Background: an optimization exercise with open tools, aiming at small area. Do not read the settings as production practice. Only simulation tests tie the RTL to the original design; equivalence was not proved. In every run shown here, the design's own scripts or RTL, not TritonCTS, make the clock network. No driver is modelled on the clock port, so clock power and skew are understated where the tree is cut down; a real chip needs a root buffer or a tree. Power figures rest on the tool's default switching activity, not on a simulated workload.

==> flow/design.v <==
module mul8(
    input [7:0] a,
    input [7:0] b,
    output [15:0] p
    );
    wire pp_0_0 = a[0] & b[0];
    wire pp_0_1 = a[1] & b[0];
    wire pp_0_2 = a[2] & b[0];
    wire pp_0_3 = a[3] & b[0];
    wire pp_0_4 = a[4] & b[0];
    wire pp_0_5 = a[5] & b[0];
    wire pp_0_6 = a[6] & b[0];
    wire pp_0_7 = a[7] & b[0];
    wire pp_1_0 = a[0] & b[1];
    wire pp_1_1 = a[1] & b[1];
    wire pp_1_2 = a[2] & b[1];
    wire pp_1_3 = a[3] & b[1];
    wire pp_1_4 = a[4] & b[1];
    wire pp_1_5 = a[5] & b[1];
    wire pp_1_6 = a[6] & b[1];
    wire pp_1_7 = a[7] & b[1];
    wire pp_2_0 = a[0] & b[2];
    wire pp_2_1 = a[1] & b[2];
    wire pp_2_2 = a[2] & b[2];
    wire pp_2_3 = a[3] & b[2];
    wire pp_2_4 = a[4] & b[2];
    wire pp_2_5 = a[5] & b[2];
    wire pp_2_6 = a[6] & b[2];
    wire pp_2_7 = a[7] & b[2];
    wire pp_3_0 = a[0] & b[3];
    wire pp_3_1 = a[1] & b[3];
    wire pp_3_2 = a[2] & b[3];
    wire pp_3_3 = a[3] & b[3];
    wire pp_3_4 = a[4] & b[3];
    wire pp_3_5 = a[5] & b[3];
    wire pp_3_6 = a[6] & b[3];
    wire pp_3_7 = a[7] & b[3];
    wire pp_4_0 = a[0] & b[4];
    wire pp_4_1 = a[1] & b[4];
    wire pp_4_2 = a[2] & b[4];
    wire pp_4_3 = a[3] & b[4];
    wire pp_4_4 = a[4] & b[4];
    wire pp_4_5 = a[5] & b[4];
    wire pp_4_6 = a[6] & b[4];
    wire pp_4_7 = a[7] & b[4];
    wire pp_5_0 = a[0] & b[5];
    wire pp_5_1 = a[1] & b[5];
    wire pp_5_2 = a[2] & b[5];
    wire pp_5_3 = a[3] & b[5];
    wire pp_5_4 = a[4] & b[5];
    wire pp_5_5 = a[5] & b[5];
    wire pp_5_6 = a[6] & b[5];
    wire pp_5_7 = a[7] & b[5];
    wire pp_6_0 = a[0] & b[6];
    wire pp_6_1 = a[1] & b[6];
    wire pp_6_2 = a[2] & b[6];
    wire pp_6_3 = a[3] & b[6];
    wire pp_6_4 = a[4] & b[6];
    wire pp_6_5 = a[5] & b[6];
    wire pp_6_6 = a[6] & b[6];
    wire pp_6_7 = a[7] & b[6];
    wire pp_7_0 = a[0] & b[7];
    wire pp_7_1 = a[1] & b[7];
    wire pp_7_2 = a[2] & b[7];
    wire pp_7_3 = a[3] & b[7];
    wire pp_7_4 = a[4] & b[7];
    wire pp_7_5 = a[5] & b[7];
    wire pp_7_6 = a[6] & b[7];
    wire pp_7_7 = a[7] & b[7];
    wire hs1 = pp_0_1 ^ pp_1_0;
    wire hc2 = pp_0_1 & pp_1_0;
    wire fs3 = pp_0_2 ^ pp_1_1 ^ pp_2_0;
    wire fc4 = (pp_0_2 & pp_1_1) | (pp_0_2 & pp_2_0) | (pp_1_1 & pp_2_0);
    wire hs5 = fs3 ^ hc2;
    wire hc6 = fs3 & hc2;
    wire fs7 = pp_0_3 ^ pp_1_2 ^ pp_2_1;
    wire fc8 = (pp_0_3 & pp_1_2) | (pp_0_3 & pp_2_1) | (pp_1_2 & pp_2_1);
    wire fs9 = pp_3_0 ^ fc4 ^ fs7;
    wire fc10 = (pp_3_0 & fc4) | (pp_3_0 & fs7) | (fc4 & fs7);
    wire hs11 = fs9 ^ hc6;
    wire hc12 = fs9 & hc6;
    wire fs13 = pp_0_4 ^ pp_1_3 ^ pp_2_2;
    wire fc14 = (pp_0_4 & pp_1_3) | (pp_0_4 & pp_2_2) | (pp_1_3 & pp_2_2);
    wire fs15 = pp_3_1 ^ pp_4_0 ^ fc8;
    wire fc16 = (pp_3_1 & pp_4_0) | (pp_3_1 & fc8) | (pp_4_0 & fc8);
    wire fs17 = fs13 ^ fc10 ^ fs15;
    wire fc18 = (fs13 & fc10) | (fs13 & fs15) | (fc10 & fs15);
    wire hs19 = fs17 ^ hc12;
    wire hc20 = fs17 & hc12;
    wire fs21 = pp_0_5 ^ pp_1_4 ^ pp_2_3;
    wire fc22 = (pp_0_5 & pp_1_4) | (pp_0_5 & pp_2_3) | (pp_1_4 & pp_2_3);
    wire fs23 = pp_3_2 ^ pp_4_1 ^ pp_5_0;
    wire fc24 = (pp_3_2 & pp_4_1) | (pp_3_2 & pp_5_0) | (pp_4_1 & pp_5_0);
    wire fs25 = fc14 ^ fs21 ^ fs23;
    wire fc26 = (fc14 & fs21) | (fc14 & fs23) | (fs21 & fs23);
    wire fs27 = fc16 ^ fs25 ^ fc18;
    wire fc28 = (fc16 & fs25) | (fc16 & fc18) | (fs25 & fc18);
    wire hs29 = fs27 ^ hc20;
    wire hc30 = fs27 & hc20;
    wire fs31 = pp_0_6 ^ pp_1_5 ^ pp_2_4;
    wire fc32 = (pp_0_6 & pp_1_5) | (pp_0_6 & pp_2_4) | (pp_1_5 & pp_2_4);
    wire fs33 = pp_3_3 ^ pp_4_2 ^ pp_5_1;
    wire fc34 = (pp_3_3 & pp_4_2) | (pp_3_3 & pp_5_1) | (pp_4_2 & pp_5_1);
    wire fs35 = pp_6_0 ^ fc22 ^ fc24;
    wire fc36 = (pp_6_0 & fc22) | (pp_6_0 & fc24) | (fc22 & fc24);
    wire fs37 = fs31 ^ fs33 ^ fc26;
    wire fc38 = (fs31 & fs33) | (fs31 & fc26) | (fs33 & fc26);
    wire fs39 = fs35 ^ fs37 ^ fc28;
    wire fc40 = (fs35 & fs37) | (fs35 & fc28) | (fs37 & fc28);
    wire hs41 = fs39 ^ hc30;
    wire hc42 = fs39 & hc30;
    wire fs43 = pp_0_7 ^ pp_1_6 ^ pp_2_5;
    wire fc44 = (pp_0_7 & pp_1_6) | (pp_0_7 & pp_2_5) | (pp_1_6 & pp_2_5);
    wire fs45 = pp_3_4 ^ pp_4_3 ^ pp_5_2;
    wire fc46 = (pp_3_4 & pp_4_3) | (pp_3_4 & pp_5_2) | (pp_4_3 & pp_5_2);
    wire fs47 = pp_6_1 ^ pp_7_0 ^ fc32;
    wire fc48 = (pp_6_1 & pp_7_0) | (pp_6_1 & fc32) | (pp_7_0 & fc32);
    wire fs49 = fc34 ^ fs43 ^ fs45;
    wire fc50 = (fc34 & fs43) | (fc34 & fs45) | (fs43 & fs45);
    wire fs51 = fc36 ^ fs47 ^ fs49;
    wire fc52 = (fc36 & fs47) | (fc36 & fs49) | (fs47 & fs49);
    wire fs53 = fc38 ^ fs51 ^ fc40;
    wire fc54 = (fc38 & fs51) | (fc38 & fc40) | (fs51 & fc40);
    wire hs55 = fs53 ^ hc42;
    wire hc56 = fs53 & hc42;
    wire fs57 = pp_1_7 ^ pp_2_6 ^ pp_3_5;
    wire fc58 = (pp_1_7 & pp_2_6) | (pp_1_7 & pp_3_5) | (pp_2_6 & pp_3_5);
    wire fs59 = pp_4_4 ^ pp_5_3 ^ pp_6_2;
    wire fc60 = (pp_4_4 & pp_5_3) | (pp_4_4 & pp_6_2) | (pp_5_3 & pp_6_2);
    wire fs61 = pp_7_1 ^ fc44 ^ fc46;
    wire fc62 = (pp_7_1 & fc44) | (pp_7_1 & fc46) | (fc44 & fc46);
    wire fs63 = fs57 ^ fs59 ^ fc48;
    wire fc64 = (fs57 & fs59) | (fs57 & fc48) | (fs59 & fc48);
    wire fs65 = fc50 ^ fs61 ^ fc52;
    wire fc66 = (fc50 & fs61) | (fc50 & fc52) | (fs61 & fc52);
    wire fs67 = fs63 ^ fs65 ^ fc54;
    wire fc68 = (fs63 & fs65) | (fs63 & fc54) | (fs65 & fc54);
    wire hs69 = fs67 ^ hc56;
    wire hc70 = fs67 & hc56;
    wire fs71 = pp_2_7 ^ pp_3_6 ^ pp_4_5;
    wire fc72 = (pp_2_7 & pp_3_6) | (pp_2_7 & pp_4_5) | (pp_3_6 & pp_4_5);
    wire fs73 = pp_5_4 ^ pp_6_3 ^ pp_7_2;
    wire fc74 = (pp_5_4 & pp_6_3) | (pp_5_4 & pp_7_2) | (pp_6_3 & pp_7_2);
    wire fs75 = fc58 ^ fc60 ^ fs71;
    wire fc76 = (fc58 & fc60) | (fc58 & fs71) | (fc60 & fs71);
    wire fs77 = fs73 ^ fc62 ^ fs75;
    wire fc78 = (fs73 & fc62) | (fs73 & fs75) | (fc62 & fs75);
    wire fs79 = fc64 ^ fs77 ^ fc66;
    wire fc80 = (fc64 & fs77) | (fc64 & fc66) | (fs77 & fc66);
    wire fs81 = fs79 ^ fc68 ^ hc70;
    wire fc82 = (fs79 & fc68) | (fs79 & hc70) | (fc68 & hc70);
    wire fs83 = pp_3_7 ^ pp_4_6 ^ pp_5_5;
    wire fc84 = (pp_3_7 & pp_4_6) | (pp_3_7 & pp_5_5) | (pp_4_6 & pp_5_5);
    wire fs85 = pp_6_4 ^ pp_7_3 ^ fc72;
    wire fc86 = (pp_6_4 & pp_7_3) | (pp_6_4 & fc72) | (pp_7_3 & fc72);
    wire fs87 = fc74 ^ fs83 ^ fc76;
    wire fc88 = (fc74 & fs83) | (fc74 & fc76) | (fs83 & fc76);
    wire fs89 = fs85 ^ fc78 ^ fs87;
    wire fc90 = (fs85 & fc78) | (fs85 & fs87) | (fc78 & fs87);
    wire fs91 = fs89 ^ fc80 ^ fc82;
    wire fc92 = (fs89 & fc80) | (fs89 & fc82) | (fc80 & fc82);
    wire fs93 = pp_4_7 ^ pp_5_6 ^ pp_6_5;
    wire fc94 = (pp_4_7 & pp_5_6) | (pp_4_7 & pp_6_5) | (pp_5_6 & pp_6_5);
    wire fs95 = pp_7_4 ^ fc84 ^ fs93;
    wire fc96 = (pp_7_4 & fc84) | (pp_7_4 & fs93) | (fc84 & fs93);
    wire fs97 = fc86 ^ fs95 ^ fc88;
    wire fc98 = (fc86 & fs95) | (fc86 & fc88) | (fs95 & fc88);
    wire fs99 = fc90 ^ fs97 ^ fc92;
    wire fc100 = (fc90 & fs97) | (fc90 & fc92) | (fs97 & fc92);
    wire fs101 = pp_5_7 ^ pp_6_6 ^ pp_7_5;
    wire fc102 = (pp_5_7 & pp_6_6) | (pp_5_7 & pp_7_5) | (pp_6_6 & pp_7_5);
    wire fs103 = fc94 ^ fs101 ^ fc96;
    wire fc104 = (fc94 & fs101) | (fc94 & fc96) | (fs101 & fc96);
    wire fs105 = fs103 ^ fc98 ^ fc100;
    wire fc106 = (fs103 & fc98) | (fs103 & fc100) | (fc98 & fc100);
    wire fs107 = pp_6_7 ^ pp_7_6 ^ fc102;
    wire fc108 = (pp_6_7 & pp_7_6) | (pp_6_7 & fc102) | (pp_7_6 & fc102);
    wire fs109 = fs107 ^ fc104 ^ fc106;
    wire fc110 = (fs107 & fc104) | (fs107 & fc106) | (fc104 & fc106);
    wire fs111 = pp_7_7 ^ fc108 ^ fc110;
    wire fc112 = (pp_7_7 & fc108) | (pp_7_7 & fc110) | (fc108 & fc110);
    assign p[0] = pp_0_0;
    assign p[1] = hs1;
    assign p[2] = hs5;
    assign p[3] = hs11;
    assign p[4] = hs19;
    assign p[5] = hs29;
    assign p[6] = hs41;
    assign p[7] = hs55;
    assign p[8] = hs69;
    assign p[9] = fs81;
    assign p[10] = fs91;
    assign p[11] = fs99;
    assign p[12] = fs105;
    assign p[13] = fs109;
    assign p[14] = fs111;
    assign p[15] = fc112;
endmodule
module calc_func_top(
    input clk,
    input rst,
    input [15:0] sw,
    input btnC,
    input btnU,
    input btnD,
    input btnR,
    input btnL,
    output [3:0] an,
    output [6:0] seg,
    output dp,
    output [15:0] led
    );
    wire [7:0] a = sw[15:8];
    wire [7:0] b = sw[7:0];
    reg [3:0] dcnt;
    always @(posedge clk)
        if (rst) dcnt <= 4'd0;
        else     dcnt <= {dcnt[2:0], dcnt[3] ^ dcnt[2] ^ (dcnt[2:0] == 3'd0)};
    wire sen  = (dcnt == 4'd13);     
    wire post = (dcnt == 4'd10);     
    localparam [4:0] S20 = 5'b11011, S21 = 5'b10110;
    reg [4:0] cc, cu, cd, cr, cl;
    always @(posedge clk)
        if (rst | sen) begin
            cc <= (btnC & ~rst) ? step(cc) : 5'd0;
            cu <= (btnU & ~rst) ? step(cu) : 5'd0;
            cd <= (btnD & ~rst) ? step(cd) : 5'd0;
            cr <= (btnR & ~rst) ? step(cr) : 5'd0;
            cl <= (btnL & ~rst) ? step(cl) : 5'd0;
        end
    function [4:0] step(input [4:0] c);
        step = (c == S21) ? S21 : {c[3:0], ~(c[4] ^ c[2])};
    endfunction
    wire lvl_c = (cc == S20) | (cc == S21);
    wire lvl_u = (cu == S20) | (cu == S21);
    wire lvl_d = (cd == S20) | (cd == S21);
    wire lvl_r = (cr == S20) | (cr == S21);
    wire lvl_l = (cl == S20) | (cl == S21);
    wire add_p  = post & (cu == S20);
    wire mult_p = post & (cr == S20);
    wire sub_p  = post & (cd == S20);
    wire div_p  = post & (cl == S20);
    wire sel_add  = lvl_c & lvl_u;
    wire sel_mult = lvl_c & lvl_r & ~lvl_u;
    wire sel_sub  = lvl_c & lvl_d & ~lvl_u & ~lvl_r;
    wire sel_div  = lvl_c & lvl_l & ~lvl_u & ~lvl_r & ~lvl_d;
    reg [2:0] state;
    always @(posedge clk)
        if (rst) state <= 3'd0;
        else     state <= {sel_div, sel_mult | sel_sub, sel_add | sel_sub};
    reg [1:0] addr;
    always @(posedge clk)
        if (rst)         addr <= 2'd0;
        else if (add_p)  addr <= 2'd0;
        else if (mult_p) addr <= 2'd1;
        else if (sub_p)  addr <= 2'd2;
        else if (div_p)  addr <= 2'd3;
    assign led = {~sel_add, ~sel_mult, ~sel_sub, ~sel_div, 5'd0, state, 2'd0, addr};
    wire wr      = |state;
    wire is_div  = state[2];
    wire is_mult = state[1] & ~state[0];
    wire is_sub  = state[1] & state[0];
    wire [7:0] as;
    wire       as_c;
    addsub8 u_as (.a(a), .b(b), .sub(is_sub), .s(as), .co(as_c));
    wire [15:0] p;
    mul8 u_mul (.a(a), .b(b), .p(p));
    wire [7:0] q;
    wire bz;
    div8 u_div (.a(a), .b(b), .q(q), .bz(bz));
    wire [15:0] r_as  = {{7{is_sub & ~as_c}}, as_c ^ is_sub, as};
    wire [15:0] r_div = {{8{bz}}, q};
    wire g_div = is_div & ~rst;
    wire g_mul = is_mult & ~rst;
    wire g_as  = ~is_div & ~is_mult & ~rst;
    wire [15:0] wdata = ({16{g_div}} & r_div) | ({16{g_mul}} & p) | ({16{g_as}} & r_as);
    reg [15:0] mem0, mem1, mem2, mem3, disp;
    always @(posedge clk) begin
        if (rst | (wr & (addr == 2'd0))) mem0 <= wdata;
        if (rst | (wr & (addr == 2'd1))) mem1 <= wdata;
        if (rst | (wr & (addr == 2'd2))) mem2 <= wdata;
        if (rst | (wr & (addr == 2'd3))) mem3 <= wdata;
    end
    wire r0 = ~rst & (addr == 2'd0);
    wire r1 = ~rst & (addr == 2'd1);
    wire r2 = ~rst & (addr == 2'd2);
    wire r3 = ~rst & (addr == 2'd3);
    wire [15:0] rdata = ({16{r0}} & mem0) | ({16{r1}} & mem1) | ({16{r2}} & mem2) | ({16{r3}} & mem3);
    always @(posedge clk)
        if (rst | ~wr) disp <= rdata;
    reg [2:0] cnt;
    reg clkd;
    reg [1:0] dig;
    always @(posedge clk)
        if (rst) begin
            cnt <= 3'd0; clkd <= 1'b0; dig <= 2'd0;
        end else if (cnt[2]) begin
            cnt <= 3'd0; clkd <= ~clkd;
            if (!clkd) dig <= {dig[0], ~dig[1]};    
        end else
            cnt <= cnt + 3'd1;
    assign an = {~(dig == 2'b10), ~(dig == 2'b11), ~(dig == 2'b01), ~(dig == 2'b00)};
    reg [3:0] nib;
    always @(*)
        case (dig)
            2'd0: nib = disp[3:0];
            2'd1: nib = disp[7:4];
            2'd3: nib = disp[11:8];
            default: nib = disp[15:12];
        endcase
    reg [6:0] s;
    always @(*)
        case (nib)
            4'h0: s = 7'b1000000;
            4'h1: s = 7'b1111001;
            4'h2: s = 7'b0100100;
            4'h3: s = 7'b0110000;
            4'h4: s = 7'b0011001;
            4'h5: s = 7'b0010010;
            4'h6: s = 7'b0000010;
            4'h7: s = 7'b1111000;
            4'h8: s = 7'b0000000;
            4'h9: s = 7'b0011000;
            4'ha: s = 7'b0001000;
            4'hb: s = 7'b0000011;
            4'hc: s = 7'b1000110;
            4'hd: s = 7'b0100001;
            4'he: s = 7'b0000110;
            default: s = 7'b0001110;
        endcase
    assign seg = s;
    assign dp = 1'b1;
endmodule
module addsub8(
    input [7:0] a,
    input [7:0] b,
    input sub,
    output [7:0] s,
    output co
    );
    wire [8:0] c;
    wire [7:0] bs = b ^ {8{sub}};
    assign c[0] = sub;
    genvar i;
    generate
        for (i = 0; i < 8; i = i + 1) begin : g_bit
            assign s[i] = a[i] ^ bs[i] ^ c[i];
            assign c[i+1] = (a[i] & bs[i]) | (a[i] & c[i]) | (bs[i] & c[i]);
        end
    endgenerate
    assign co = c[8];
endmodule
module div8(
    input [7:0] a,
    input [7:0] b,
    output [7:0] q,
    output bz
    );
    wire [7:0] nb = ~b;
    wire [8:1] hz;
    assign hz[8] = 1'b1;
    genvar w, j;
    generate
        for (w = 7; w >= 1; w = w - 1) begin : g_hz
            assign hz[w] = hz[w+1] & nb[w];
        end
    endgenerate
    assign bz = hz[1] & nb[0];
    wire [71:0] rem;
    generate
        for (w = 1; w <= 8; w = w + 1) begin : g_step
            wire [w-1:0] tt;
            if (w == 1) begin : g_first
                assign tt = a[7];
            end else begin : g_next
                assign tt = {rem[8*(w-1) +: w-1], a[8-w]};
            end
            wire [w:0] c;
            wire [w-1:0] d;
            assign c[1] = tt[0] | nb[0];
            for (j = 1; j < w; j = j + 1) begin : g_bit
                if (w < 8) begin : g_fa
                    assign d[j] = tt[j] ^ nb[j] ^ c[j];
                    assign c[j+1] = (tt[j] & nb[j]) | (tt[j] & c[j]) | (nb[j] & c[j]);
                end else begin : g_cmp
                    assign c[j+1] = (tt[j] & nb[j]) | (tt[j] & c[j]) | (nb[j] & c[j]);
                end
            end
            assign q[8-w] = hz[w] & c[w];
            if (w > 1) begin : g_rhi
                assign rem[8*w+1 +: w-1] = q[8-w] ? d[w-1:1] : tt[w-1:1];
            end
            assign rem[8*w] = tt[0] ^ (q[8-w] & b[0]);
        end
    endgenerate
endmodule
==> flow/flow/run.sh <==
#!/bin/bash
# Layout flow: the standard flow (standard.sh) with these changes.
#  - Synthesis: synth_recipe.tcl with Yosys's internal "abc -fast" skipped
#    (synth -noabc), so extract_fa sees the adder cells as the RTL writes
#    them, and the final abc run using flow/abc_area.script (the ORFS speed
#    script with delay relaxed and without the buffering and upsizing steps).
#    Register inference and mapping are unchanged.
#  - Port buffers are buf_1 cells; synthesis buffers are removed at floorplan.
#  - Clock tree built from clkbuf_4 cells, without dummy loads.
# Each tool's output goes to standard_flow.log; ORFS also keeps its per-step
# logs under orfs/logs.
set -euo pipefail
export CLK_LEAVES=4 CLK_ROWS=2 CLK_LEAF_CELL=sky130_fd_sc_hd__clkbuf_16
work=$PWD
{
  sed '1s/yosys synth -nofsm -noshare /yosys synth -nofsm -noshare -noabc /' synth_recipe.tcl | head -1
  cat <<TCL
proc abc {args} {
  set i [lsearch -exact \$args -script]
  if { \$i >= 0 } { lset args [expr {\$i + 1}] $work/flow/abc_area.script }
  yosys abc {*}\$args
}
TCL
  tail -n +2 synth_recipe.tcl
} > custom_synth.tcl
grep -q -- '-noabc' custom_synth.tcl
bash standard.sh "SYNTH_SCRIPT=$work/custom_synth.tcl" \
  "BUFFER_PORTS_ARGS=-buffer_cell sky130_fd_sc_hd__buf_1" REMOVE_ABC_BUFFERS=1 \
  "CTS_ARGS=-sink_clustering_enable -repair_clock_nets -dont_use_dummy_load -buf_list sky130_fd_sc_hd__clkbuf_4" \
  "POST_CTS_TCL=$work/flow/clock_tree.tcl" \
  finish > standard_flow.log 2>&1
==> flow/flow/abc_area.script <==
&get -n
&st
&dch
&nf -R 1000
&st
&syn2
&if -g -K 6
&synch2
&nf -R 1000
&st
&syn2
&if -g -K 6
&synch2
&nf -R 1000
&st
&syn2
&if -g -K 6
&synch2
&nf -R 1000
&st
&syn2
&if -g -K 6
&synch2
&nf -R 1000
&st
&syn2
&if -g -K 6
&synch2
&nf -R 1000
&put
topo
stime -c
dnsize -c
==> flow/flow/clock_tree.tcl <==
# POST_CTS hook: replace the clock tree that clock_tree_synthesis built with
# a two-level tree: the clock port drives N leaf buffers, each driving one
# cluster of flip-flops (equal-sized clusters by placed location).
set nleaf [expr { [info exists ::env(CLK_LEAVES)] ? $::env(CLK_LEAVES) : 4 }]
set leaf_cell [expr { [info exists ::env(CLK_LEAF_CELL)] ? $::env(CLK_LEAF_CELL) : "sky130_fd_sc_hd__clkbuf_8" }]
set db [ord::get_db]
set block [ord::get_db_block]
set clk_net [$block findNet clk]

# Collect the clock sinks (register clock pins) behind the CTS buffers and
# remove those buffers and their nets.
proc collect_sinks { net } {
  set sinks {}
  foreach it [$net getITerms] {
    if { [$it isInputSignal] == 0 && [$it isOutputSignal] } { continue }
    set inst [$it getInst]
    set m [[$inst getMaster] getName]
    if { [string match "*clkbuf*" $m] && [[$it getMTerm] getName] eq "A" } {
      set onet [[$inst findITerm X] getNet]
      lappend ::to_delete_insts $inst
      lappend ::to_delete_nets $onet
      set sinks [concat $sinks [collect_sinks $onet]]
    } else {
      lappend sinks $it
    }
  }
  return $sinks
}
set ::to_delete_insts {}
set ::to_delete_nets {}
set sinks [collect_sinks $clk_net]
puts "clock_tree.tcl: [llength $sinks] sinks, [llength $::to_delete_insts] CTS buffers removed, $nleaf leaves of $leaf_cell"
foreach it $sinks { $it disconnect }
foreach inst $::to_delete_insts { odb::dbInst_destroy $inst }
foreach n $::to_delete_nets { if { $n ne "NULL" && $n ne "" } { odb::dbNet_destroy $n } }

# Sink locations (centre of each instance).
set pts {}
foreach it $sinks {
  set bb [[$it getInst] getBBox]
  lappend pts [list [expr { ([$bb xMin] + [$bb xMax]) / 2.0 }] [expr { ([$bb yMin] + [$bb yMax]) / 2.0 }]]
}
# Balanced clusters: split the sinks into CLK_ROWS bands by y, then each
# band into equal groups by x.
set nrows [expr { [info exists ::env(CLK_ROWS)] ? $::env(CLK_ROWS) : 2 }]
set ncols [expr { $nleaf / $nrows }]
set n [llength $pts]
set idx {}
for { set i 0 } { $i < $n } { incr i } { lappend idx [list $i {*}[lindex $pts $i]] }
set byy [lsort -real -index 2 $idx]
set assign [lrepeat $n 0]
set cent {}
set k 0
for { set r 0 } { $r < $nrows } { incr r } {
  set lo [expr { $r * $n / $nrows }]; set hi [expr { ($r + 1) * $n / $nrows }]
  set band [lsort -real -index 1 [lrange $byy $lo [expr { $hi - 1 }]]]
  set m [llength $band]
  for { set c 0 } { $c < $ncols } { incr c } {
    set glo [expr { $c * $m / $ncols }]; set ghi [expr { ($c + 1) * $m / $ncols }]
    set sx 0.0; set sy 0.0
    foreach e [lrange $band $glo [expr { $ghi - 1 }]] {
      lset assign [lindex $e 0] $k
      set sx [expr { $sx + [lindex $e 1] }]; set sy [expr { $sy + [lindex $e 2] }]
    }
    set cnt [expr { $ghi - $glo }]
    lappend cent [list [expr { $sx / $cnt }] [expr { $sy / $cnt }]]
    incr k
  }
}
set nleaf $k

set master [$db findMaster $leaf_cell]
for { set k 0 } { $k < $nleaf } { incr k } {
  set inst [odb::dbInst_create $block $master "clkbuf_leaf_$k"]
  set net [odb::dbNet_create $block "clknet_leaf_$k"]
  $net setSigType CLOCK
  [$inst findITerm A] connect $clk_net
  [$inst findITerm X] connect $net
  set c 0
  for { set i 0 } { $i < $n } { incr i } {
    if { [lindex $assign $i] == $k } { [lindex $sinks $i] connect $net; incr c }
  }
  lassign [lindex $cent $k] cx cy
  $inst setLocation [expr { int($cx) }] [expr { int($cy) }]
  $inst setPlacementStatus PLACED
  puts "clock_tree.tcl: leaf $k drives $c sinks"
}
detailed_placement
check_placement -verbose
estimate_parasitics -placement
report_clock_skew
report_check_types -max_slew -max_capacitance -violators
==> flow/standard.sh <==
#!/bin/bash
# synth_recipe.tcl (not shown) runs the flow's synth.tcl, then flattens the netlist and writes it again
# the make line also repeats each setting of config.mk as NAME=value (left out here)
make -C /OpenROAD-flow-scripts/flow DESIGN_CONFIG=/design/flow/config.mk WORK_HOME=/design/flow/orfs CLKGATE_MAP_FILE= SYNTH_SCRIPT=/design/flow/synth_recipe.tcl "${@:-finish}"
==> flow/config.mk <==
export PLATFORM = sky130hd
export DESIGN_NAME = calc_func_top
export DESIGN_NICKNAME = calc_func_top
export VERILOG_FILES = /design/flow/design.v
export SDC_FILE = /design/flow/constraint.sdc
export NUM_CORES = 4
export LEC_CHECK = 0
export CAP_MARGIN = 0
export CORE_MARGIN = 2
export CORE_UTILIZATION = 60
export GPL_TIMING_DRIVEN = 0
export SLEW_MARGIN = 0
==> flow/constraint.sdc <==
create_clock -name core_clock -period 35.0 [get_ports {clk}]
set_input_delay 7.0000 -clock core_clock [delete_from_list [all_inputs] [get_ports {clk}]]
set_output_delay 7.0000 -clock core_clock [all_outputs]
set_load 0.01 [all_outputs]
==> impl_metrics.sql, run 1 <==
INSERT INTO impl_metrics (metric_group, metric, value, unit) VALUES
('cts', 'insertion_delay', '0.17', 'ns'),
('yosys', 'synthCells', '616', ''),
('critical_path', 'worstRegToRegCells', '16', ''),
('timing', 'clock.fmax', '0.04156', 'GHz'),
('critical_path', 'critical_path_peak_fanout', '16', ''),
('layout', 'synth_to_final_area_change', '5.741', '%'),
('critical_path', 'launching_element_type_of_the_critical_path', 'input pin', ''),
('global_routing', 'number_of_global_route_vias_before_repair', '4981', ''),
('drt', 'vias_per_cell', '5.852', ''),
('timing', 'final.min_clock_period', '24.06', 'ns'),
('placed_design', 'placed_cells_incl_taps', '827', ''),
('layout', 'layout.cells.non_filler', '831', ''),
('critical_path', 'worstPathArrival', '23.96', 'ns'),
('layout', 'final_core_utilization', '65.57', '%'),
('die', 'fp.dieArea', '14080', 'sq um'),
('timing', 'max_slew_margin', '19.94', '%'),
('timing', 'setup_total_negative_slack', '0', 'ns'),
('drt', 'postRouteAntennaNets', '0', ''),
('global_routing', 'grt_start_max_net_pins', '31', ''),
('yosys', 'edff_count_synth', '105', ''),
('drt', 'drt-wirelength-per-cell', '18.09', 'um'),
('drt', 'drtPass1Iterations', '4', ''),
('die', 'floorplan.die.width', '118.7', 'um'),
('yosys', 'synth-warning-count', '1', ''),
('yosys', 'post_synth_instance_area', '7889', 'sq um'),
('timing', 'hold_viol', '0', ''),
('die', 'placeableCoreArea', '12720', 'sq um'),
('drt', 'drc', '0', ''),
('drt', 'routed_wl', '15040', 'um'),
('critical_path', 'crit_path_max_incr_delay', '0.75', 'ns'),
('critical_path', 'r2r_slack', '29.61', 'ns'),
('yosys', 'synth.yosys.seq_area_share', '43.77', '%'),
('timing', 'setup_viol', '0', ''),
('layout', 'number_of_inserted_diodes', '0', ''),
('critical_path', 'cp_num_cells', '51', ''),
('layout', 'multi_input_area', '4362', 'sq um'),
('global_routing', 'global_route.usage.total', '22.37', '%'),
('cts', 'numClockSinks', '120', ''),
('power', 'power.density_cell_area', '37.47', 'nW/um^2'),
('critical_path', 'timing.critical_path.to', 'mem1[0]', ''),
('flow_run', 'max_cap_viol_count', '0', ''),
('drt', 'routed_vias', '4863', ''),
('run_status', 'outcome', 'no timing/DRC/antenna violations', ''),
('critical_path', 'endpoint_kind', 'register', ''),
('timing', 'skew', '0.01244', 'ns'),
('timing', 'timing_max_transition_violations_final', '0', ''),
('yosys', 'async_flop_share', '0', '%'),
('global_routing', 'number_of_antenna_violations_at_the_first_check_in_global_routing', '0', ''),
('placed_design', 'place_congestion', '0.7825', ''),
('global_routing', 'global_route_wire_length_before_repair', '24830', 'um'),
('global_routing', 'overflow', '0', ''),
('critical_path', 'reg_to_reg_critical_path_endpoint', 'mem0[8]', ''),
('hold_path', 'min_path_type', 'register to register', ''),
('power', 'p_total', '0.0003125', 'W'),
('yosys', 'synthesis.area_per_instance', '12.81', 'sq um'),
('cts', 'cts.clk_slew.worst_paths', '0.11', 'ns'),
('timing', 'rsz0062_at_grt', 'false', ''),
('critical_path', 'rr_startpoint', 'state[1]', ''),
('critical_path', 'crit_family', 'adder cells', ''),
('timing', 'timing.hold.ws', '0.4354', 'ns'),
('die', 'start_util', '62.01', '%'),
('layout', 'fillCellCount', '994', ''),
('critical_path', 'crit_buf_inv', '2', ''),
('timing', 'share_of_the_cycle_needed_by_the_critical_path_after_routing', '68.76', '%'),
('yosys', 'ys.flop_type', 'sky130_fd_sc_hd__edfxtp_1', ''),
('layout', 'drive_gt1_share', '4.249', '%'),
('layout', 'seqCellArea', '3455', 'sq um'),
('power', 'leakagePower', '3.042', 'nW'),
('layout', 'finalNetCount', '774', ''),
('critical_path', 'startpoint', 'sw[4]', ''),
('critical_path', 'critPathSlowestCell', 'sky130_fd_sc_hd__nor4_2', ''),
('yosys', 'postSynthRegisterBits', '120', ''),
('power', 'ir_drop', '0.00002433', 'V'),
('drt', 'detailedRoute.firstIterationViolations', '285', ''),
('placed_design', 'placement.io_buffers', '42', ''),
('die', 'top_level_ports', '51', ''),
('timing', 'worst_pin_slew', '1.201', 'ns'),
('yosys', 'ys_types', '51', ''),
('critical_path', 'timing_worst_setup_path_type', 'input pin to register', ''),
('critical_path', 'cpMostUsedCell', 'sky130_fd_sc_hd__fa_1', ''),
('die', 'fp.dieH', '118.7', 'um'),
('placed_design', 'dp.final_hpwl', '11120', 'um'),
('critical_path', 'worst-endpoint-required', '34.90', 'ns'),
('die', 'num_rows', '41', '');
## cell usage in the layout (no fill, tap or decap), types with 3 or more instances in the layout
master	netlist	routed
sky130_fd_sc_hd__or3_1	6	6
sky130_fd_sc_hd__nand3b_1	5	5
sky130_fd_sc_hd__clkinv_1	14	14
sky130_fd_sc_hd__xnor2_1	12	12
sky130_fd_sc_hd__a22oi_1	5	5
sky130_fd_sc_hd__ha_1	13	13
sky130_fd_sc_hd__nor3b_1	6	6
sky130_fd_sc_hd__nor3_1	13	13
sky130_fd_sc_hd__nand2b_1	7	7
sky130_fd_sc_hd__o21a_1	10	10
sky130_fd_sc_hd__nor2_1	49	49
sky130_fd_sc_hd__a21o_1	8	8
sky130_fd_sc_hd__buf_1	0	42
sky130_fd_sc_hd__a21oi_1	15	15
sky130_fd_sc_hd__o21ai_0	16	15
sky130_fd_sc_hd__nand3_1	5	5
sky130_fd_sc_hd__and2_0	83	83
sky130_fd_sc_hd__conb_1	2	8
sky130_fd_sc_hd__mux2_1	4	4
sky130_fd_sc_hd__mux2i_1	3	3
sky130_fd_sc_hd__clkbuf_16	0	4
sky130_fd_sc_hd__maj3_1	4	4
sky130_fd_sc_hd__fa_1	77	77
sky130_fd_sc_hd__o22ai_1	5	5
sky130_fd_sc_hd__and3b_1	3	3
sky130_fd_sc_hd__nand2_1	48	48
sky130_fd_sc_hd__a221o_1	3	3
sky130_fd_sc_hd__or2_0	3	3
sky130_fd_sc_hd__and3_1	5	5
sky130_fd_sc_hd__edfxtp_1	105	105
sky130_fd_sc_hd__nor2b_1	11	11
sky130_fd_sc_hd__mux4_2	20	20
sky130_fd_sc_hd__dfxtp_1	15	14
sky130_fd_sc_hd__xor2_1	8	8
## synthesized netlist by cell type (6+ instances only)
cell type / number / area, sq um
sky130_fd_sc_hd__a21o_1: 8 / 60.06
sky130_fd_sc_hd__o21a_1: 10 / 75.07
sky130_fd_sc_hd__clkinv_1: 14 / 52.55
sky130_fd_sc_hd__xor2_1: 8 / 70.07
sky130_fd_sc_hd__a21oi_1: 15 / 75.07
sky130_fd_sc_hd__or3_1: 6 / 37.54
sky130_fd_sc_hd__nor2_1: 49 / 183.9
sky130_fd_sc_hd__nand2_1: 48 / 180.2
sky130_fd_sc_hd__nand2b_1: 7 / 43.79
sky130_fd_sc_hd__edfxtp_1: 105 / 3153
sky130_fd_sc_hd__nor3b_1: 6 / 45.04
sky130_fd_sc_hd__mux4_2: 20 / 450.4
sky130_fd_sc_hd__xnor2_1: 12 / 105.1
sky130_fd_sc_hd__dfxtp_1: 15 / 300.3
sky130_fd_sc_hd__nor2b_1: 11 / 68.82
sky130_fd_sc_hd__ha_1: 13 / 162.7
sky130_fd_sc_hd__nor3_1: 13 / 65.06
sky130_fd_sc_hd__and2_0: 83 / 519.3
sky130_fd_sc_hd__o21ai_0: 16 / 80.08
sky130_fd_sc_hd__fa_1: 77 / 1541
sky130_fd_sc_hd__buf_4: 9 / 67.56
## kinds of logic (layout without fill, tap and decap cells)
logic type               Yosys count  in the layout  share of synthesized area, %
adder cells (fa/ha/maj)           94             94                         22.11
XOR/XNOR                          20             20                         2.220
other                              2              8                       0.09520
flip-flops                       120            120                         43.77
multiplexers                      27             27                         6.661
AND/OR/NAND/NOR                  250            250                         16.78
buffers and inverters             23             60                         1.523
AO/OA/AOI/OAI                     80             80                         6.836
## metal layers
layer  vias up  share of wire, %  routed length [um]  GRT usage, %
met5         -                 0                   0             0
met4         0               1.1                 163         3.720
met3        12               4.3                 652         2.461
met2       140                49                7427         38.69
met1      2435                45                6791         31.38
li1       2276                 -                   -             -
## flip-flops by register name, indices dropped and copies added (netlist names)
name   count
disp      16
mem0      16
mem1      16
mem2      16
mem3      16
cc         5
cd         5
cl         5
cr         5
cu         5
dcnt       4
cnt        3
state      3
addr       2
dig        2
clkd       1
## power by group
part	internal, W	leakage (nW)	switching (W)
Combinational	0.0000388	1.77	0.0000502
Clock	0.0000212	0.0493	0.0000332
Sequential	0.000166	1.22	0.00000345
## metrics by stage
stage          setup WS [ns]  cell area (sq um)
2_1_floorplan          12.74               7844
3_3_place_gp           10.69               8217
3_5_place_dp           10.82               8240
5_1_grt                9.992               8342
6_report               10.94               8342
## cell type report
class	instances	share of cell area (%)
Buffer	4	1.200
Timing Repair Buffer	42	1.890
Inverter	14	0.6300
Tap cell	172	2.580
Sequential cell	120	41.41
Multi-Input combinational cell	479	52.29
## worst min-delay path by stage
stage / slack, ns / start / cells past startpoint / end
after floorplan: 0.40 / cnt[0] / 1 / cnt[0]
after global placement: 0.41 / cnt[0] / 1 / cnt[0]
after detailed placement: 0.42 / cnt[0] / 1 / cnt[0]
after global routing: 0.44 / cnt[0] / 1 / cnt[0]
final: 0.44 / cnt[0] / 1 / cnt[0]
==> run 2: changes to the inputs <==
--- a/flow/design.v
+++ b/flow/design.v
@@ -220,18 +220,21 @@
     wire post = (dcnt == 4'd10);     
     localparam [4:0] S20 = 5'b11011, S21 = 5'b10110;
     reg [4:0] cc, cu, cd, cr, cl;
-    always @(posedge clk)
-        if (rst | sen) begin
-            cc <= (btnC & ~rst) ? step(cc) : 5'd0;
-            cu <= (btnU & ~rst) ? step(cu) : 5'd0;
-            cd <= (btnD & ~rst) ? step(cd) : 5'd0;
-            cr <= (btnR & ~rst) ? step(cr) : 5'd0;
-            cl <= (btnL & ~rst) ? step(cl) : 5'd0;
-        end
+    wire keep = ~sen & ~rst;
+    always @(posedge clk) begin
+        cc <= ({5{sen & btnC & ~rst}} & ((cc == S20) ? S20 : shift(cc))) | ({5{keep}} & cc);
+        cu <= ({5{sen & btnU & ~rst}} & step(cu)) | ({5{keep}} & cu);
+        cd <= ({5{sen & btnD & ~rst}} & step(cd)) | ({5{keep}} & cd);
+        cr <= ({5{sen & btnR & ~rst}} & step(cr)) | ({5{keep}} & cr);
+        cl <= ({5{sen & btnL & ~rst}} & step(cl)) | ({5{keep}} & cl);
+    end
+    function [4:0] shift(input [4:0] c);
+        shift = {c[3:0], ~(c[4] ^ c[2])};
+    endfunction
     function [4:0] step(input [4:0] c);
-        step = (c == S21) ? S21 : {c[3:0], ~(c[4] ^ c[2])};
+        step = (c == S21) ? S21 : shift(c);
     endfunction
-    wire lvl_c = (cc == S20) | (cc == S21);
+    wire lvl_c = (cc == S20);
     wire lvl_u = (cu == S20) | (cu == S21);
     wire lvl_d = (cd == S20) | (cd == S21);
     wire lvl_r = (cr == S20) | (cr == S21);
@@ -281,13 +284,15 @@
         if (rst | (wr & (addr == 2'd2))) mem2 <= wdata;
         if (rst | (wr & (addr == 2'd3))) mem3 <= wdata;
     end
-    wire r0 = ~rst & (addr == 2'd0);
-    wire r1 = ~rst & (addr == 2'd1);
-    wire r2 = ~rst & (addr == 2'd2);
-    wire r3 = ~rst & (addr == 2'd3);
-    wire [15:0] rdata = ({16{r0}} & mem0) | ({16{r1}} & mem1) | ({16{r2}} & mem2) | ({16{r3}} & mem3);
+    wire ld = ~rst & ~wr;
+    wire r0 = ld & (addr == 2'd0);
+    wire r1 = ld & (addr == 2'd1);
+    wire r2 = ld & (addr == 2'd2);
+    wire r3 = ld & (addr == 2'd3);
+    wire hold = ~rst & wr;
     always @(posedge clk)
-        if (rst | ~wr) disp <= rdata;
+        disp <= ({16{r0}} & mem0) | ({16{r1}} & mem1) | ({16{r2}} & mem2) | ({16{r3}} & mem3)
+              | ({16{hold}} & disp);
     reg [2:0] cnt;
     reg clkd;
     reg [1:0] dig;
--- a/flow/flow/run.sh
+++ b/flow/flow/run.sh
@@ -27,5 +27,5 @@
 bash standard.sh "SYNTH_SCRIPT=$work/custom_synth.tcl" \
   "BUFFER_PORTS_ARGS=-buffer_cell sky130_fd_sc_hd__buf_1" REMOVE_ABC_BUFFERS=1 \
   "CTS_ARGS=-sink_clustering_enable -repair_clock_nets -dont_use_dummy_load -buf_list sky130_fd_sc_hd__clkbuf_4" \
-  "POST_CTS_TCL=$work/flow/clock_tree.tcl" \
+  "POST_CTS_TCL=$work/flow/clock_tree.tcl" SKIP_REPAIR_TIE_FANOUT=1 \
   finish > standard_flow.log 2>&1
==> run 2 against run 1 <==
Effect of this change:
- still clean
- area after synthesis shrank 3.1%
- critical path depth is the same
- hold slack got worse by 0.0016 ns
- register-to-register slack gained 0.02 ns
- sequential cell count is the same
- combinational power is 4.7% lower
- clock skew grew 0.00091 ns
- utilization fell by 0.81 points
- critical path type unchanged
- largest power group unchanged
==> impl_metrics.sql, run 2 <==
INSERT INTO impl_metrics (metric_group, metric, value, unit) VALUES
('yosys', 'post-synth-top-area-cell', 'sky130_fd_sc_hd__edfxtp_1', ''),
('drt', 'drtPass1Iterations', '5', ''),
('flow_run', 'max_cap_viol_count', '0', ''),
('placed_design', 'place_congestion', '0.8233', ''),
('yosys', 'ys.flop_type', 'sky130_fd_sc_hd__edfxtp_1', ''),
('timing', 'skew', '0.01335', 'ns'),
('placed_design', 'placement.io_buffers', '42', ''),
('yosys', 'synth.yosys.seq_area_share', '39.82', '%'),
('die', 'floorplan.die.width', '116.9', 'um'),
('yosys', 'synthTopCellsByCount', 'sky130_fd_sc_hd__fa_1 (77), sky130_fd_sc_hd__nor2_1 (67), sky130_fd_sc_hd__and2_0 (66)', ''),
('critical_path', 'timing_worst_setup_path_type', 'input pin to register', ''),
('die', 'fp.dieH', '116.9', 'um'),
('yosys', 'async_flop_share', '0', '%'),
('drt', 'detailedRoute.firstIterationViolations', '336', ''),
('layout', 'number_of_inserted_diodes', '0', ''),
('cts', 'numClockSinks', '120', ''),
('timing', 'rsz0062_at_grt', 'false', ''),
('layout', 'synth_to_final_area_change', '6.058', '%'),
('yosys', 'yosys.area.top_type_share', '25.15', '%'),
('yosys', 'synth.area.top_cells', 'sky130_fd_sc_hd__edfxtp_1 (25%), sky130_fd_sc_hd__fa_1 (20%), sky130_fd_sc_hd__dfxtp_1 (15%), sky130_fd_sc_hd__and2_0 (5.4%), sky130_fd_sc_hd__nor2_1 (3.3%)', ''),
('placed_design', 'postPlaceCellArea', '8003', 'sq um'),
('yosys', 'synthesis.area_per_instance', '11.16', 'sq um'),
('timing', 'max_slew_margin', '9.892', '%'),
('global_routing', 'global_route_wire_length_before_repair', '26190', 'um'),
('global_routing', 'number_of_antenna_violations_at_the_first_check_in_global_routing', '0', ''),
('die', 'top_level_ports', '51', ''),
('global_routing', 'grt_start_max_net_pins', '31', ''),
('power', 'ir_drop', '0.00002332', 'V'),
('layout', 'fillCellCount', '1010', ''),
('timing', 'clock.fmax', '0.04235', 'GHz'),
('drt', 'routed_wl', '16260', 'um'),
('timing', 'timing.hold.ws', '0.4338', 'ns'),
('timing', 'setup_total_negative_slack', '0', 'ns'),
('run_status', 'outcome', 'no timing/DRC/antenna violations', ''),
('critical_path', 'critPathSlowestCell', 'sky130_fd_sc_hd__nor3_1', ''),
('critical_path', 'endpoint_kind', 'register', ''),
('placed_design', 'placed_cells_incl_taps', '893', ''),
('layout', 'layout_common_cells', 'sky130_fd_sc_hd__fa_1 (77), sky130_fd_sc_hd__nor2_1 (67), sky130_fd_sc_hd__and2_0 (66), sky130_fd_sc_hd__edfxtp_1 (64), sky130_fd_sc_hd__dfxtp_1 (56)', ''),
('yosys', 'synth-warning-count', '1', ''),
('yosys', 'ys_types', '45', ''),
('critical_path', 'crit_path_max_incr_delay', '0.73', 'ns'),
('timing', 'worst_pin_slew', '1.350', 'ns'),
('drt', 'vias_per_cell', '5.987', ''),
('cts', 'insertion_delay', '0.17', 'ns'),
('global_routing', 'overflow', '0', ''),
('yosys', 'most_common_cell_in_the_netlist', 'sky130_fd_sc_hd__fa_1', ''),
('yosys', 'edff_count_synth', '64', ''),
('hold_path', 'min_path_type', 'register to register', ''),
('yosys', 'postSynthRegisterBits', '120', ''),
('timing', 'share_of_the_cycle_needed_by_the_critical_path_after_routing', '67.47', '%'),
('drt', 'drc', '0', ''),
('die', 'fp.dieArea', '13660', 'sq um'),
('layout', 'layout_commonest_cell', 'sky130_fd_sc_hd__fa_1', ''),
('cts', 'cts.clk_slew.worst_paths', '0.11', 'ns'),
('power', 'leakagePower', '2.852', 'nW'),
('yosys', 'post_synth_instance_area', '7642', 'sq um'),
('timing', 'setup_viol', '0', ''),
('drt', 'drt-wirelength-per-cell', '18.13', 'um'),
('layout', 'final_area', '8105', 'sq um'),
('yosys', 'synthCells', '685', ''),
('placed_design', 'dp.final_hpwl', '11800', 'um'),
('die', 'num_rows', '41', ''),
('global_routing', 'number_of_global_route_vias_before_repair', '5156', ''),
('layout', 'layout.cells.non_filler', '897', ''),
('layout', 'drive_gt1_share', '2.069', '%'),
('critical_path', 'critical_path_peak_fanout', '15', ''),
('layout', 'finalNetCount', '840', ''),
('layout', 'final_core_utilization', '64.75', '%'),
('drt', 'routed_vias', '5370', ''),
('critical_path', 'worstPathArrival', '23.55', 'ns'),
('critical_path', 'cpMostUsedCell', 'sky130_fd_sc_hd__fa_1', ''),
('die', 'start_util', '61.06', '%'),
('timing', 'final.min_clock_period', '23.61', 'ns'),
('timing', 'timing_max_transition_violations_final', '0', ''),
('global_routing', 'global_route.usage.total', '24.70', '%'),
('critical_path', 'worst-endpoint-required', '34.94', 'ns'),
('die', 'placeableCoreArea', '12520', 'sq um'),
('timing', 'hold_viol', '0', ''),
('critical_path', 'launching_element_type_of_the_critical_path', 'input pin', ''),
('drt', 'postRouteAntennaNets', '0', ''),
('power', 'power.density_cell_area', '36.72', 'nW/um^2');
-- run 2: cell count changes in the layout (fill, tap and decap cells not counted), moves of 18 or more --
| cell | change |
|---|---|
| sky130_fd_sc_hd__a21oi_1 | +20 |
| sky130_fd_sc_hd__a22oi_1 | +19 |
| sky130_fd_sc_hd__dfxtp_1 | +42 |
| sky130_fd_sc_hd__edfxtp_1 | -41 |
| sky130_fd_sc_hd__nor2_1 | +18 |
| sky130_fd_sc_hd__o21ai_0 | +24 |
-- run 2: critical path: cells and delay by family --
kind / cells / cell delay [ns]
AOI/OAI and AO/OA: 6 / 0.76
xor gates and xnor gates: 4 / 0.53
adders and majority gates: 24 / 9.96
buffers and inverters: 2 / 0.47
muxes: 1 / 0.33
and+or+nand+nor: 14 / 4.43
-- run 2: cells by family (layout without fill, tap and decap cells) --
family	after synthesis	after routing	share of synthesized area, %
multiplexers	34	34	5.272
buffers and inverters	24	64	1.621
AND/OR/NAND/NOR	254	254	16.70
flip-flops	120	120	39.82
AO/OA/AOI/OAI	144	144	12.18
XOR/XNOR	13	13	1.490
adder cells (fa/ha/maj)	94	94	22.82
other	2	2	0.09827
-- run 2: per-stage QoR --
step / worst slack, ns / power (W)
floorplan: 13.46 / 0.0002200
global route: 10.39 / 0.0003169
finish: 11.39 / 0.0002976
global placement: 11.44 / 0.0002415
detailed placement: 11.29 / 0.0002466
-- run 2: metal layers --
layer	part of all wire [%]	GRT usage [%]
met1	44	34.99
met2	51	43.08
met3	4.6	2.163
met4	0.66	3.529
met5	0	0
-- run 2: layout make-up --
| type | count | area (sq um) | share of cell area, % |
|---|---|---|---|
| inverter | 15 | 56.30 | 0.6947 |
| sequential | 120 | 3043 | 37.54 |
| multi-input combinational | 541 | 4492 | 55.42 |
| buffer | 4 | 100.1 | 1.235 |
| timing repair buffer | 45 | 198.9 | 2.454 |
| tap | 172 | 215.2 | 2.655 |
-- run 2: report_power, final --
group	switching, W	leakage [nW]	internal (W)
sequential	0.00000259	1.07	0.000155
clock	0.0000338	0.0493	0.0000213
combinational	0.0000482	1.73	0.0000366
total	0.0000845	2.85	0.000213
-- run 2: path summary, 6_finish.rpt --
check | startpoint | to | slack, ns | cells after the start
min reg2reg | cnt[0] | cnt[0] | 0.43 | 1
max reg2reg | state[0] | mem3[8] | 29.63 | 16
min | cnt[0] | cnt[0] | 0.43 | 1
max | sw[5] | mem0[0] | 11.39 | 51
==> run 3: changes to the inputs <==
==> flow/flow/run.sh (replaced) <==
#!/bin/bash
# Layout flow: the standard flow (standard.sh) with these changes.
#  - Synthesis: synth_recipe.tcl with Yosys's internal "abc -fast" skipped
#    (synth -noabc), so extract_fa sees the adder cells as the RTL writes
#    them, and the final abc run using flow/abc_area.script, an area-only
#    mapping (the clock period leaves ample slack). Register inference and
#    flip-flop mapping are unchanged.
#  - Port buffers are buf_1 cells; synthesis buffers are removed at floorplan;
#    one tie cell per constant value.
#  - Clock tree: after clock_tree_synthesis, flow/clock_tree.tcl rebuilds it
#    as four clkbuf_16 buffers driven by the clock port, each driving a
#    quarter of the flip-flops grouped by location.
# The flow's output goes to standard_flow.log; ORFS also keeps its per-step
# logs under orfs/logs.
set -euo pipefail
export CLK_LEAVES=4 CLK_ROWS=2 CLK_LEAF_CELL=sky130_fd_sc_hd__clkbuf_16
work=$PWD
{
  sed '1s/yosys synth -nofsm -noshare /yosys synth -nofsm -noshare -noabc /' synth_recipe.tcl | head -1
  cat <<TCL
proc abc {args} {
  set i [lsearch -exact \$args -script]
  if { \$i >= 0 } { lset args [expr {\$i + 1}] $work/flow/abc_area.script }
  yosys abc {*}\$args
}
TCL
  tail -n +2 synth_recipe.tcl
} > custom_synth.tcl
grep -q -- '-noabc' custom_synth.tcl
bash standard.sh "SYNTH_SCRIPT=$work/custom_synth.tcl" \
  "BUFFER_PORTS_ARGS=-buffer_cell sky130_fd_sc_hd__buf_1" REMOVE_ABC_BUFFERS=1 \
  SKIP_REPAIR_TIE_FANOUT=1 \
  "CTS_ARGS=-sink_clustering_enable -repair_clock_nets -dont_use_dummy_load -buf_list sky130_fd_sc_hd__clkbuf_4" \
  "POST_CTS_TCL=$work/flow/clock_tree.tcl" \
  finish > standard_flow.log 2>&1
==> flow/flow/abc_area.script (replaced) <==
strash
dc2
dch -f
amap
topo
dnsize -c
==> run 3 against run 2 <==
Effect of this change:
- area after synthesis shrank 4.6%
- wire length shrank 0.90%
- cell area shrank 4.3%
- critical path depth is the same
- maximum frequency shrank 0.51%
- register-to-register slack lost 0.30 ns
- synthesized cell count grew 1.8%
- total power grew 1.2%
- clock power shrank 1%
- global-route usage grew 1.0 points
- combinational power grew 4.4%
- still clean
==> impl_metrics.sql, run 3 <==
INSERT INTO impl_metrics (metric_group, metric, value, unit) VALUES
('power', 'ir_drop', '0.00002643', 'V'),
('global_routing', 'global_route_wire_length_before_repair', '26500', 'um'),
('yosys', 'synthCells', '697', ''),
('cts', 'numClockSinks', '120', ''),
('timing', 'rsz0062_at_grt', 'false', ''),
('critical_path', 'worstPathArrival', '23.63', 'ns'),
('die', 'start_util', '61.18', '%'),
('yosys', 'synth.area.top_cells', 'sky130_fd_sc_hd__edfxtp_1 (26%), sky130_fd_sc_hd__fa_1 (21%), sky130_fd_sc_hd__dfxtp_1 (15%), sky130_fd_sc_hd__clkinv_1 (6.1%), sky130_fd_sc_hd__nor2_1 (5.7%)', ''),
('timing', 'timing.hold.ws', '0.4314', 'ns'),
('yosys', 'synth.yosys.seq_area_share', '41.76', '%'),
('run_status', 'outcome', 'no timing/DRC/antenna violations', ''),
('timing', 'setup_total_negative_slack', '0', 'ns'),
('drt', 'detailedRoute.firstIterationViolations', '445', ''),
('die', 'fp.dieH', '114.2', 'um'),
('cts', 'cts.clk_slew.worst_paths', '0.11', 'ns'),
('power', 'power.density_cell_area', '38.81', 'nW/um^2'),
('timing', 'worst_pin_slew', '1.112', 'ns'),
('placed_design', 'placed_cells_incl_taps', '879', ''),
('yosys', 'post-synth-top-area-cell', 'sky130_fd_sc_hd__edfxtp_1', ''),
('placed_design', 'dp.final_hpwl', '12060', 'um'),
('hold_path', 'min_path_type', 'register to register', ''),
('die', 'placeableCoreArea', '11910', 'sq um'),
('yosys', 'edff_count_synth', '64', '');
[run 3: area by class of cell]
| class | count | area [sq um] | area share, % |
|---|---|---|---|
| Buffer | 4 | 100.1 | 1.290 |
| Inverter | 119 | 446.7 | 5.757 |
| Multi-Input combinational cell | 449 | 3805 | 49.04 |
| Sequential cell | 120 | 3043 | 39.22 |
| Tap cell | 147 | 183.9 | 2.371 |
| Timing Repair Buffer | 44 | 180.2 | 2.322 |
[run 3: path summary, 6_finish.rpt]
kind              startpoint       end  slack (ns)  cells past startpoint
hold reg to reg       cnt[0]    cnt[0]        0.43                      1
hold / removal        cnt[0]    cnt[0]        0.43                      1
setup / recovery       sw[5]   mem2[0]       11.27                     51
setup reg to reg    state[0]  mem2[13]       29.33                     16
[run 3: routing by layer]
layer / vias up / global-route usage, % / share of wire [%]
met4: 0 / 4.959 / 1.1
met1: 2739 / 35.60 / 44
met2: 179 / 44.84 / 50
met3: 13 / 2.594 / 5.2
li1: 2556 / - / -
met5: - / 0 / 0
[run 3: critical path, delay by kind of cell]
family,cells,cell delay [ns]
AOI/OAI and AO/OA,19,3.47
and+or+nand+nor,9,3.54
buffers and inverters,3,1.22
adders and majority gates,20,8.41
[run 3: power breakdown]
part | total [W] | internal, W | switching, W
Combinational | 0.0000885 | 0.0000368 | 0.0000517
Clock | 0.0000543 | 0.0000212 | 0.0000330
Sequential | 0.000158 | 0.000156 | 0.00000245
Total | 0.000301 | 0.000214 | 0.0000871
[run 3: cells by family after synthesis]
kind of cell | count (synthesis) | synth area share (%)
other | 2 | 0.1031
AO/OA/AOI/OAI | 182 | 17.63
adder cells (fa/ha/maj) | 90 | 23.39
AND/OR/NAND/NOR | 175 | 10.06
flip-flops | 120 | 41.76
buffers and inverters | 128 | 7.057
[run 3: metrics by stage]
step / total power (W) / util [%]
after floorplan: 0.0002266 / -
after global placement: 0.0002464 / 63.48
after detailed placement: 0.0002507 / 64.25
after global routing: 0.0003205 / 65.14
final: 0.0003011 / 65.14

## separate check: timing with driven ports
In the flow no input, the clock included, has a driving cell. The finished layouts below were timed again as built, in two steps.
Step 1 (the two cells are an assumption about what drives the block):
set clk [get_ports {clk}]
set_driving_cell -lib_cell sky130_fd_sc_hd__clkbuf_16 $clk
set_driving_cell -lib_cell sky130_fd_sc_hd__buf_2 [delete_from_list [all_inputs] $clk]
Step 2, shift: input delay + t, output delay - t, t = (earliest + latest rising clock arrival at the registers) / 2. This alone moves slack from input paths to output paths.
a / b / c = no drivers / after step 1 / after step 2; a / b = the first two.
run | t, ns | setup slack, ns | worst register clock-pin slew, ns | worst data-port slew with drivers (ns)
run 1 | 0.242 | 10.936 / 10.983 / 10.741 | 0.11 / 0.11 | 0.04
run 2 | 0.244 | 11.386 / 11.442 / 11.197 | 0.11 / 0.11 | 0.04
run 3 | 0.245 | 11.266 / 11.320 / 11.075 | 0.11 / 0.11 | 0.03
After both steps every run listed still meets setup and hold. The setup slack of run 1, which loses most, moves by +0.047 ns with the drivers and by -0.195 ns with both steps.
